Background: an optimization exercise with open tools, aiming at small area. Do not read the settings as production practice.
Only simulation tests tie the RTL to the original design; equivalence was not proved.
Power is estimated from default activity; no workload was simulated.

==> flow/design.v <==
module decode (input [4:0] a, output [31:0] y);
    assign y = 32'd1 << a;
endmodule
module aoi22 (input a1, a2, b1, b2, output y);
    assign y = ~((a1 & a2) | (b1 & b2));
endmodule
module aoi222 (input a1, a2, b1, b2, c1, c2, output y);
    assign y = ~((a1 & a2) | (b1 & b2) | (c1 & c2));
endmodule
module nand4m (input a, b, c, d, output y);
    assign y = ~(a & b & c & d);
endmodule
module nand3m (input a, b, c, output y);
    assign y = ~(a & b & c);
endmodule
module fin2 (input t8, t9, a1, a2, b1, b2, output y);
    assign y = ~(t8 & t9) | (a1 & a2) | (b1 & b2);
endmodule
module or3m (input a, b, c, output y);
    assign y = a | b | c;
endmodule
module rbit (input [31:0] s, input [31:0] d, output y);
    wire [9:0] t;
    wire [2:0] n;
    genvar g;
    generate for (g = 0; g < 10; g = g + 1) begin : a
        aoi222 u (s[3*g], d[3*g], s[3*g+1], d[3*g+1], s[3*g+2], d[3*g+2], t[g]);
    end endgenerate
    nand4m n0 (t[0], t[1], t[2], t[3], n[0]);
    nand4m n1 (t[4], t[5], t[6], t[7], n[1]);
    fin2 n2 (t[8], t[9], s[30], d[30], s[31], d[31], n[2]);
    or3m o (n[0], n[1], n[2], y);
endmodule
module stbit (input sa, a, sb, b, h, q, output d);
    assign d = ~((sa & a) | (sb & b) | (h & q));
endmodule
module fa (input a, b, ci, output s, co);
    assign s = a ^ b ^ ci;
    assign co = (a & b) | (ci & (a ^ b));
endmodule
module ha (input a, b, output s, co);
    assign s = a ^ b;
    assign co = a & b;
endmodule
module incseg #(parameter N = 11) (input [N-1:0] a, input [N-1:0] b, input ci, output [N-1:0] s, output co);
    wire [N:0] h;
    wire [N-1:0] s0;
    wire [N:0] p;
    ha u0 (a[0], b[0], s0[0], h[1]);
    genvar g;
    generate for (g = 1; g < N; g = g + 1) begin : r
        fa u (a[g], b[g], h[g], s0[g], h[g+1]);
    end endgenerate
    assign p[0] = 1'b1;
    generate for (g = 0; g < N; g = g + 1) begin : inc
        assign p[g+1] = p[g] & s0[g];
        assign s[g] = s0[g] ^ (ci & p[g]);
    end endgenerate
    assign co = h[N] | (ci & p[N]);
endmodule
module add32 (input [31:0] a, input [31:0] b, input ci, output [31:0] s, output co);
    wire [11:0] c;
    wire c22;
    assign c[0] = ci;
    genvar g;
    generate for (g = 0; g < 11; g = g + 1) begin : lo
        fa u (a[g], b[g], c[g], s[g], c[g+1]);
    end endgenerate
    incseg #(11) m1 (a[21:11], b[21:11], c[11], s[21:11], c22);
    incseg #(10) m2 (a[31:22], b[31:22], c22, s[31:22], co);
endmodule
module shr32 (input [31:0] a, input [4:0] n, output [31:0] y);
    assign y = a >> n;
endmodule
module CPU (input clk, input rst, input [31:0] instr, output reg [4:0] pc, output reg [31:0] out);
    reg [1023:0] m;
    reg ph;
    wire nph = ~ph & ~rst;   
    wire [5:0]  op   = instr[31:26];
    wire [5:0]  func = instr[5:0];
    wire [4:0]  rs   = instr[25:21];
    wire [4:0]  rt   = instr[20:16];
    wire [15:0] imm  = instr[15:0];
    wire        is_r = (op == 6'd0);
    wire [4:0]  rd   = is_r ? instr[15:11] : rt;
    wire r_add = (func == 6'd1) | (func == 6'd3);
    wire r_sub = (func == 6'd2) | (func == 6'd4);
    wire r_and = (func == 6'd5);
    wire r_or  = (func == 6'd6);
    wire r_slt = (func == 6'd9);
    wire r_ok  = r_add | r_sub | r_and | r_or | r_slt;
    wire i_add = (op == 6'd2) | (op == 6'd3);
    wire i_and = (op == 6'd4);
    wire i_or  = (op == 6'd5);
    wire i_sll = (op == 6'd6);
    wire i_srl = (op == 6'd7);
    wire i_sw  = (op == 6'd8);
    wire i_lw  = (op == 6'd9);
    wire i_br  = (op[5:4] == 2'b00) & (op[3:1] == 3'b101 || op[3:2] == 2'b11);  
    wire i_slt = (op == 6'd16);
    wire i_j   = (op == 6'd1);
    wire [4:0] pb = (is_r & ~r_ok) ? instr[15:11] : rt;
    wire [31:0] sel_a, sel_b, sel_rd, sel_c;
    decode da (rs, sel_a);
    decode db (pb, sel_b);
    decode dd (rd, sel_rd);
    wire [31:0] op1_s, rb_s, mval_s;   
    wire [31:0] op1 = op1_s ^ {32{ph}};
    wire [31:0] rb = rb_s ^ {32{ph}};
    wire [31:0] mval = mval_s ^ {32{ph}};
    genvar b, k, i;
    generate
        for (b = 0; b < 32; b = b + 1) begin : rp
            wire [31:0] d;
            for (k = 0; k < 32; k = k + 1) begin : c
                assign d[k] = m[32*k + b];
            end
            rbit ua (sel_a, d, op1_s[b]);
            rbit ub (sel_b, d, rb_s[b]);
            rbit uc (sel_c, d, mval_s[b]);
        end
    endgenerate
    wire use_imm = i_add | i_and | i_or | i_sw | i_lw | i_slt;
    wire [31:0] x = use_imm ? {16'd0, imm} : rb;
    wire sub = (is_r & (r_sub | r_slt)) | i_slt | i_br;
    wire [31:0] sum;
    wire co;
    add32 ad (op1, x ^ {32{sub}}, sub, sum, co);
    wire lt = ~co;                   
    wire eq = (sum == 32'd0);        
    wire m_in = (sum[31:5] == 27'd0);
    decode dc (sum[4:0], sel_c);
    wire [31:0] op1_r, sh, sh_r;
    generate for (k = 0; k < 32; k = k + 1) begin : rv
        assign op1_r[k] = op1[31-k];
        assign sh_r[k] = sh[31-k];
    end endgenerate
    shr32 sr (i_sll ? op1_r : op1, imm[4:0], sh);
    wire sh_ok = (imm[15:5] == 11'd0);
    wire s_sum = (is_r & (r_add | r_sub)) | i_add;
    wire s_and = (is_r & r_and) | i_and;
    wire s_or  = (is_r & r_or) | i_or;
    wire s_slt = (is_r & r_slt) | i_slt;
    wire s_mem = (i_sw | i_lw) & m_in;
    wire s_cur = ~(s_sum | s_and | s_or | s_slt | i_sw | i_lw | i_sll | i_srl);
    wire [31:0] ans = ({32{s_sum}} & sum)
                    | ({32{s_and}} & (op1 & x))
                    | ({32{s_or}}  & (op1 | x))
                    | ({32{s_cur}} & x)
                    | {31'd0, s_slt & lt}
                    | ({32{i_sll & sh_ok}} & sh_r)
                    | ({32{i_srl & sh_ok}} & sh)
                    | ({32{s_mem}} & mval);
    wire [4:0] pc1 = pc + 5'd1;
    reg take;
    always @(*) begin
        case (op[2:0])
            3'd2: take = lt;           
            3'd3: take = ~eq;          
            3'd4: take = eq;           
            3'd5: take = ~lt & ~eq;    
            3'd6: take = ~lt;          
            default: take = lt | eq;   
        endcase
    end
    wire op1_lo = (op1[31:2] == 30'd0);
    wire j1 = op1_lo & (op1[1:0] == 2'd1);
    wire j2 = op1_lo & (op1[1:0] == 2'd2);
    wire j3 = op1_lo & (op1[1:0] == 2'd3);
    wire stay = (op > 6'd16) | (i_j & ~(j1 | j2 | j3));
    wire to_imm = (i_br & take) | (i_j & (j1 | j2));
    wire [4:0] next_pc = stay ? pc : to_imm ? imm[4:0] : (i_j & j3) ? (m[32*22 +: 5] ^ {5{ph}}) : pc1;
    wire [31:0] s_a = sel_rd | {32{rst}};
    wire [31:0] s_b = sel_c & {32{i_sw & m_in & ~rst}};
    wire s_j = i_j & j2 & ~rst & ~sel_rd[21];
    wire [31:0] a_z = ans & {32{~rst}};
    wire [31:0] a_o = ans | {32{rst}};
    wire [31:0] bz = ~(a_z ^ {32{nph}});
    wire [31:0] bo = ~(a_o ^ {32{nph}});
    wire [5:0] pcn = {1'b0, pc} + 6'd1;
    function [31:0] init_val(input integer w);
        case (w)
            0: init_val = 32'd78;   1: init_val = 32'd456; 2: init_val = 32'd1;
            3: init_val = 32'd89;   4: init_val = 32'd13;  5: init_val = 32'd56;
            6: init_val = 32'd267;  7: init_val = 32'd102; 8: init_val = 32'd3;
            9: init_val = 32'd51;   11: init_val = 32'd9;  14: init_val = 32'd10;
            default: init_val = 32'd0;
        endcase
    endfunction
    generate
        for (i = 0; i < 32; i = i + 1) begin : w
            wire [31:0] av = (bz & ~init_val(i)) | (bo & init_val(i));
            wire hold = ~(s_a[i] | s_b[i] | (i == 21 ? s_j : 1'b0));
            wire [31:0] jv = {26'd0, pcn} ^ {32{nph}};
            wire [31:0] nx;
            for (k = 0; k < 32; k = k + 1) begin : bt
                stbit u (s_a[i], av[k], s_b[i], rb_s[k], hold, m[32*i + k], nx[k]);
            end
            always @(posedge clk)
                m[32*i +: 32] <= (i == 21 && s_j) ? jv : nx;
        end
    endgenerate
    always @(posedge clk) begin
        pc <= rst ? 5'd0 : next_pc;
        out <= a_z;
        ph <= nph;
    end
endmodule
export LEC_CHECK = 0
export CAP_MARGIN = 20
export CELL_PAD_IN_SITES_DETAIL_PLACEMENT = 1
export CELL_PAD_IN_SITES_GLOBAL_PLACEMENT = 2
export CORE_MARGIN = 2
export CORE_UTILIZATION = 30
export SLEW_MARGIN = 15
export SYNTH_HIERARCHICAL = 1
export SYNTH_MINIMUM_KEEP_SIZE = 0
create_clock -name core_clock -period 20.0 [get_ports {clk}]
standard.sh (not shown) runs the stock make flow with config.mk's settings and CLKGATE_MAP_FILE= SYNTH_SCRIPT=/design/flow/synth_recipe.tcl, a recipe that flattens the netlist after the stock synthesis.
==> flow/flow/run.sh <==
#!/bin/bash
# The standard ORFS layout (standard.sh), with two changes passed to ORFS as variables:
#  - clock tree synthesis without dummy loads, with clkbuf_4 buffers and clusters of at most 8 sinks
#  - input/output port buffers of type buf_2
# Every tool's output goes to make_finish.log here; ORFS's own per-step logs are under orfs/logs.
set -euo pipefail
export CTS_ARGS="-sink_clustering_enable -repair_clock_nets -dont_use_dummy_load -buf_list sky130_fd_sc_hd__clkbuf_4 -sink_clustering_size 8 -sink_clustering_max_diameter 50"
export BUFFER_PORTS_ARGS="-buffer_cell sky130_fd_sc_hd__buf_2"
bash standard.sh finish > make_finish.log 2>&1
Next try:
==> flow/flow/run.sh (replaced) <==
#!/bin/bash
# The standard ORFS layout (standard.sh), with these changes passed to ORFS as variables:
#  - clock tree synthesis without dummy loads, with clkbuf_4 buffers and clusters of at most 8 sinks
#  - input/output port buffers of type buf_2
#  - timing-driven global placement that reweights nets (and repairs the design) at
#    overflows 97, 90, 80, 70 and 60 %, while the cells are still close together
# Every tool's output goes to make_finish.log here; ORFS's own per-step logs are under orfs/logs.
set -euo pipefail
export CTS_ARGS="-sink_clustering_enable -repair_clock_nets -dont_use_dummy_load -buf_list sky130_fd_sc_hd__clkbuf_4 -sink_clustering_size 8 -sink_clustering_max_diameter 50"
export GLOBAL_PLACEMENT_ARGS="-timing_driven_net_reweight_overflow {97 90 80 70 60}"
export BUFFER_PORTS_ARGS="-buffer_cell sky130_fd_sc_hd__buf_2"
bash standard.sh finish > make_finish.log 2>&1
CELL_PAD_IN_SITES_DETAIL_PLACEMENT = 2   (was 1)
CELL_PAD_IN_SITES_GLOBAL_PLACEMENT = 0   (was 2)
What happened: Fmax went down slightly; die area does not change; routed wire length went down by a few percent; sequential share of layout area rises by 1.1 points; total power grows slightly; combinational power rises slightly; global-route usage decreases by 2.5 points; cell count drops slightly.
Next try:
CAP_MARGIN = 15   (was 20)
CELL_PAD_IN_SITES_DETAIL_PLACEMENT = 1   (was 2)
CELL_PAD_IN_SITES_GLOBAL_PLACEMENT = 2   (was 0)
SLEW_MARGIN = 10   (was 15)
What happened: The new run finished with timing, DRC and antenna clean; via count drops by 3.7%; synthesized area is unchanged; global-route usage goes up by 2.1 points; die area is unchanged; routed wire length rose by 5.2%; setup slack gains 0.70 ns; clock skew drops by 0.0058 ns; final area climbs by about 0.7%; synthesized cell count is unchanged; core utilization rises by 0.23 points; non-clock buffer count rose by 23.
Next try:
==> flow/flow/run.sh (replaced) <==
#!/bin/bash
# The standard ORFS layout (standard.sh), with two changes passed to ORFS as variables:
#  - clock tree synthesis without dummy loads, with clkbuf_4 buffers and clusters of at most 8 sinks
#  - input/output port buffers of type buf_2
# Every tool's output goes to make_finish.log here; ORFS's own per-step logs are under orfs/logs.
set -euo pipefail
export CTS_ARGS="-sink_clustering_enable -repair_clock_nets -dont_use_dummy_load -buf_list sky130_fd_sc_hd__clkbuf_4 -sink_clustering_size 8 -sink_clustering_max_diameter 50"
export BUFFER_PORTS_ARGS="-buffer_cell sky130_fd_sc_hd__buf_2"
bash standard.sh finish > make_finish.log 2>&1
CAP_MARGIN = 20   (was 15)
CELL_PAD_IN_SITES_DETAIL_PLACEMENT = 3   (was 1)
CELL_PAD_IN_SITES_GLOBAL_PLACEMENT = 0   (was 2)
PLACE_DENSITY = 0.75   (was unset)
SLEW_MARGIN = 15   (was 10)
After rerunning:
- With this change the flow ended with an error in global routing with GRT-0116
- synthesized cell count does not change
- area after synthesis does not change
Next try:
==> flow/flow/run.sh (replaced) <==
#!/bin/bash
# The standard ORFS layout (standard.sh), with these changes passed to ORFS as variables:
#  - clock tree synthesis without dummy loads, with clkbuf_4 buffers and clusters of at most 8 sinks
#  - input/output port buffers of type buf_2
#  - timing-driven global placement that reweights nets (and repairs the design) at
#    overflows 97, 90, 80, 70 and 60 %, while the cells are still close together
# Every tool's output goes to make_finish.log here; ORFS's own per-step logs are under orfs/logs.
set -euo pipefail
export CTS_ARGS="-sink_clustering_enable -repair_clock_nets -dont_use_dummy_load -buf_list sky130_fd_sc_hd__clkbuf_4 -sink_clustering_size 8 -sink_clustering_max_diameter 50"
export GLOBAL_PLACEMENT_ARGS="-timing_driven_net_reweight_overflow {97 90 80 70 60}"
export BUFFER_PORTS_ARGS="-buffer_cell sky130_fd_sc_hd__buf_2"
bash standard.sh finish > make_finish.log 2>&1
CAP_MARGIN = 15   (was 20)
CELL_PAD_IN_SITES_DETAIL_PLACEMENT = 2   (was 3)
PLACE_DENSITY = unset   (was 0.75)
SLEW_MARGIN = 10   (was 15)
- The changed run finished with timing, DRC and antenna clean
- area after synthesis does not change
- synthesized cell count is unchanged
Next try:
CAP_MARGIN = 20   (was 15)
CELL_PAD_IN_SITES_DETAIL_PLACEMENT = 1   (was 2)
CELL_PAD_IN_SITES_GLOBAL_PLACEMENT = 2   (was 0)
SLEW_MARGIN = 15   (was 10)
- synthesized area stays the same
- maximum frequency increases by 4.1%
- routed wire length goes up by about 6%
- power barely changes
- cell area rose by about 1.2%
- sequential power is about the same
- setup slack gets better by 0.71 ns
- cell count hardly moves
- global-route usage rises by 2.6 points

afterwards: timing with drivers on the ports:
The results above use ideal ports. As a check the final layouts listed here were re-extracted and re-timed, cells and wires unchanged. Step 1: set_driving_cell puts a clkbuf_16 on clk and a buf_2 on each other input, an assumption about the parent block. Step 2 adds t to the input delays and takes it off the output delays; t is the mean of the earliest and latest rising clock arrival at the registers after step 1. Input paths then give back, and output paths get back, about the clock's delay inside the block. Slacks: ideal / step 1 / step 2; pairs: ideal / step 1.
| run | t (ns) | setup WS [ns] | hold slack, ns | worst setup path at the end | latest minus earliest clock arrival (ns) |
|---|---|---|---|---|---|
| the first run | 1.381 | 1.908 / 1.964 / 0.583 | 0.519 / 0.519 / 0.519 | input to register | 0.143 / 0.143 |
| the second run | 1.441 | 1.843 / 1.895 / 0.455 | 0.523 / 0.523 / 0.523 | input to register | 0.145 / 0.145 |
| the third run | 1.401 | 2.540 / 2.596 / 1.196 | 0.520 / 0.520 / 0.520 | input to register | 0.139 / 0.139 |
| the fifth run | 1.417 | 1.807 / 1.851 / 0.434 | 0.523 / 0.523 / 0.523 | input to register | 0.138 / 0.138 |
| the sixth run | 1.407 | 2.516 / 2.574 / 1.168 | 0.519 / 0.519 / 0.519 | input to register | 0.133 / 0.133 |
After both steps setup and hold are still met in every run listed. For the second run, which loses most, drivers alone change the setup slack by +0.052 ns; drivers and shift together by -1.388 ns.
